From an optimization exercise on the open Yosys and OpenROAD flow, aimed at small area and a short achievable clock period; shortcuts taken in it are not production practice. At most, simulation tests tie the RTL to the original design; equivalence was not proved. The clock input has no modelled driver; a real chip could not lean on it and would need a root buffer or a full tree.

==> flow/design.v <==
module SPI_RAM(din,clk,rst_n,rx_valid,dout);
input [9:0] din;
input clk,rst_n,rx_valid;
output reg [7:0] dout;
reg [3:0] cnt;            
reg [7:0] wr_addr;
reg wz;                   
reg [7:0] rd_addr;
reg wp;                   
reg [7:0] wdata;
reg [7:0] rma, rmb;       
reg [7:0] rs;             
reg wr, wr_n;             
wire [7:0] wd = wdata ^ {8{~cnt[3]}};
wire [3:0] cntm2 = cnt - 4'd2;
wire [7:0] tap [0:31];
genvar r;
generate
    for (r = 0; r < 32; r = r + 1) begin : ring
        reg [63:0] q;     
        wire sel = (wr_addr[7:3] == r);
        wire a = sel & wr;
        wire b = ~sel | wr_n;
        always @(posedge clk)
            q <= {q[55:0], ~((q[63:56] | {8{a}}) & (wd | {8{b}}))};
        assign tap[r] = q[7:0];
    end
endgenerate
wire put = rx_valid && din[9:8] == 2'b01;
wire wld = rx_valid && din[9:8] == 2'b00;
wire at1 = (cnt[2:0] + 3'd1 == wr_addr[2:0]);
wire wp_nx = (rst_n & put) | (wp & ~wr);
wire wr_nx = (rst_n & put & at1) | (wp & ~wr & at1);
always @(posedge clk)
    cnt <= cnt + 4'd1;
always @(posedge clk) begin
    wp   <= wp_nx;
    wr   <= wr_nx;
    wr_n <= ~wr_nx;
    if (put)
        wdata <= din[7:0];
    wr_addr <= {8{~(wz & ~wp) | wld}} & (wld ? din[7:0] : wr_addr);
    wz <= ~rst_n | (wz & ~(rx_valid && din[9:8] == 2'b00));
    rd_addr <= {8{rst_n}} & ((rx_valid && din[9:8] == 2'b10) ? din[7:0] : rd_addr);
    rma <= tap[{1'b0, rd_addr[6:3]}];
    rmb <= tap[{1'b1, rd_addr[6:3]}];
    if (cntm2[2:0] == rd_addr[2:0])
        rs <= (rd_addr[7] ? rmb : rma) ^ {8{cntm2[3]}};
    if (rx_valid && din[9:8] == 2'b11)
        dout <= rs;
end
endmodule
module SPI_Slave(MOSI,clk,SS_n,tx_data,rst_n,MISO,rx_valid,rx_data);
    input MOSI,clk,SS_n,rst_n;
    input [7:0] tx_data;
    output reg MISO,rx_valid;
    output [9:0] rx_data;
localparam IDLE  = 3'd0;
localparam CHK   = 3'd1;
localparam WRITE = 3'd2;
localparam RDATA = 3'd3;
localparam RADD  = 3'd4;
reg [2:0] cs;
reg [3:0] bit_count;
reg read_ctrl;            
reg is_read_cmd;          
reg flag;                 
reg b0;                   
reg [9:0] sh;             
wire idle  = (cs == IDLE);
wire chk   = (cs == CHK);
wire wpath = (cs == WRITE);
wire rdata = (cs == RDATA);
wire radd  = (cs == RADD);
wire bc9   = (bit_count == 4'd9);
wire bc10  = (bit_count == 4'd10);
assign rx_data = {sh[9:1], wpath ? b0 : sh[0]};
wire cap = rx_valid & rx_data[9] & rx_data[8];
reg [2:0] cs_go;
always @* begin
    case (cs)
        IDLE:  cs_go = CHK;
        CHK:   cs_go = is_read_cmd ? (read_ctrl ? RDATA : RADD) : WRITE;
        WRITE, RADD, RDATA: cs_go = bc10 ? IDLE : cs;
        default: cs_go = IDLE;
    endcase
end
wire miso_go   = ~idle & ((rdata & ~bc10) ? (flag & ~bit_count[3] & tx_data[~bit_count[2:0]]) : MISO);
wire miso_hold = ~idle & MISO;
wire rc_go     = (radd & bc9) | (read_ctrl & ~(rdata & bc9));
wire fl_keep   = flag | cap;
wire fl_go     = fl_keep & ~(rdata & bc9);
wire rv_go     = (wpath | radd) & bc9;
always @(posedge clk)
    sh <= {sh[8:0], MOSI};
always @(posedge clk) begin
    cs          <= (rst_n & ~SS_n) ? cs_go : IDLE;
    MISO        <= rst_n & (SS_n ? miso_hold : miso_go);
    read_ctrl   <= rst_n & (SS_n ? read_ctrl : rc_go);
    flag        <= rst_n & (SS_n ? fl_keep : fl_go);
    rx_valid    <= rst_n & ~SS_n & rv_go;
    is_read_cmd <= rst_n & ((chk & ~SS_n) ? MOSI : is_read_cmd);
    b0          <= rst_n & ((rx_valid & wpath) ? sh[0] : b0);
end
always @(posedge clk) begin
    if (chk)
        bit_count <= 4'd0;
    else
        bit_count <= bit_count + 4'd1;
end
endmodule
module TopModule(MOSI,clk,SS_n,rst_n,MISO);
    input MOSI,clk,SS_n,rst_n;
    output MISO;
    wire [9:0] rx_data;
    wire rx_valid;
    wire [7:0] tx_data;
    SPI_Slave spi_slave (MOSI,clk,SS_n,tx_data,rst_n,MISO,rx_valid,rx_data);
    SPI_RAM ram(rx_data,clk,rst_n,rx_valid,tx_data);
endmodule
clock: 7.0 ns
lec_check: 0
cap_margin: 30
core_margin: 2
core_utilization: 40
setup_slack_margin: 4.8
slew_margin: 20
standard.sh (not shown) runs the stock make flow with config.mk's settings and CLKGATE_MAP_FILE= SYNTH_SCRIPT=/design/flow/synth_recipe.tcl, a recipe that flattens the netlist after the stock synthesis.
==> flow/flow/run.sh <==
#!/bin/bash
# The standard layout (standard.sh) with these changes:
#  - synthesis maps the logic with an area-oriented ABC script (abc.script
#    here, in place of ORFS's abc_speed.script); every other synthesis step,
#    and so every register, is the standard synthesis's;
#  - ports are buffered with buf_4 cells;
#  - TritonCTS builds the clock tree from larger sink clusters, without
#    dummy loads; clock_top.tcl then replaces its root by four inverters on
#    the clock port and its branch buffers by inverters, and runs the
#    post-CTS timing repair.
# Each make run writes its output to a log here; each ORFS step keeps its
# own log under orfs/logs/.
set -euo pipefail
here=$(pwd)
rm -rf "$here/scripts_abc"
cp -r "$FLOW_HOME/scripts" "$here/scripts_abc"
cp "$here/flow/abc.script" "$here/scripts_abc/abc_speed.script"
bash standard.sh "SCRIPTS_DIR=$here/scripts_abc" synth > synth.log 2>&1
export BUFFER_PORTS_ARGS="-buffer_cell sky130_fd_sc_hd__buf_4"
export CTS_ARGS="-sink_clustering_enable -repair_clock_nets -dont_use_dummy_load -buf_list {sky130_fd_sc_hd__clkbuf_16 sky130_fd_sc_hd__clkbuf_8 sky130_fd_sc_hd__clkbuf_4} -root_buf sky130_fd_sc_hd__clkbuf_16 -sink_clustering_buffer sky130_fd_sc_hd__clkbuf_16 -sink_buffer_max_cap_derate 1.0 -sink_clustering_size 30 -sink_clustering_max_diameter 80"
export SKIP_CTS_REPAIR_TIMING=1
export POST_CTS_TCL="$here/flow/clock_top.tcl"
bash standard.sh finish > make.log 2>&1
Other scripts of this flow, unchanged in this note and not shown: flow/flow/abc.script, flow/flow/clock_top.tcl
Next try:
--- a/flow/design.v
+++ b/flow/design.v
@@ -7,9 +7,9 @@
 reg wz;                   
 reg [7:0] rd_addr;
 reg wp;                   
 reg [7:0] wdata;
-reg [7:0] rma, rmb;       
+reg [7:0] rm;             
 reg [7:0] rs;             
 reg wr, wr_n;             
 wire [7:0] wd = wdata ^ {8{~cnt[3]}};
 wire [3:0] cntm2 = cnt - 4'd2;
@@ -26,9 +26,8 @@
         assign tap[r] = q[7:0];
     end
 endgenerate
 wire put = rx_valid && din[9:8] == 2'b01;
-wire wld = rx_valid && din[9:8] == 2'b00;
 wire at1 = (cnt[2:0] + 3'd1 == wr_addr[2:0]);
 wire wp_nx = (rst_n & put) | (wp & ~wr);
 wire wr_nx = (rst_n & put & at1) | (wp & ~wr & at1);
 always @(posedge clk)
@@ -38,15 +37,17 @@
     wr   <= wr_nx;
     wr_n <= ~wr_nx;
     if (put)
         wdata <= din[7:0];
-    wr_addr <= {8{~(wz & ~wp) | wld}} & (wld ? din[7:0] : wr_addr);
+    if (rx_valid && din[9:8] == 2'b00)
+        wr_addr <= din[7:0];
+    else if (wz && !wp)
+        wr_addr <= 8'd0;
     wz <= ~rst_n | (wz & ~(rx_valid && din[9:8] == 2'b00));
     rd_addr <= {8{rst_n}} & ((rx_valid && din[9:8] == 2'b10) ? din[7:0] : rd_addr);
-    rma <= tap[{1'b0, rd_addr[6:3]}];
-    rmb <= tap[{1'b1, rd_addr[6:3]}];
+    rm <= tap[rd_addr[7:3]];
     if (cntm2[2:0] == rd_addr[2:0])
-        rs <= (rd_addr[7] ? rmb : rma) ^ {8{cntm2[3]}};
+        rs <= rm ^ {8{cntm2[3]}};
     if (rx_valid && din[9:8] == 2'b11)
         dout <= rs;
 end
 endmodule
Effect: The new run produced a clean layout. Sequential share of layout area rises by 0.78 points. Cell area shrinks by 1.1%. Setup slack degrades by 28 ps. Clock skew hardly moves. First-iteration DRC count drops by 1.9%. Flip-flop and latch count shrinks by 8. Via count is lower by 2.7%.
Only the layout flow was run in the first run of this note; the RTL was not checked for function there.

## afterwards: timing with drivers on the ports
The results above use ideal ports. As a check the final layouts listed here were re-extracted and re-timed, cells and wires unchanged.
Step 1 sets driving cells, clkbuf_16 on the clock port and buf_2 on the other inputs (assumed; they add their load-dependent delay and slew).
Step 2 adds t to the input delays and takes it off the output delays; t is the mean of the earliest and latest rising clock arrival at the registers after step 1. Input paths then give back, and output paths get back, about the clock's delay inside the block.
a / b / c = ideal / step 1 / step 2; a / b = the first two.
run	t, ns	setup slack, ns	latest minus earliest clock arrival (ns)	worst slew at a driven data input, ns	cell pins on the clock port's net
the first run	0.609	4.795 / 4.535 / 4.706	0.069 / 0.069	0.05	4
the second run	0.610	4.767 / 4.517 / 4.559	0.071 / 0.074	0.03	4
After both steps every run listed still meets setup and hold. The setup slack of the second run, which loses most, moves by -0.250 ns with the drivers and by -0.208 ns with both steps.
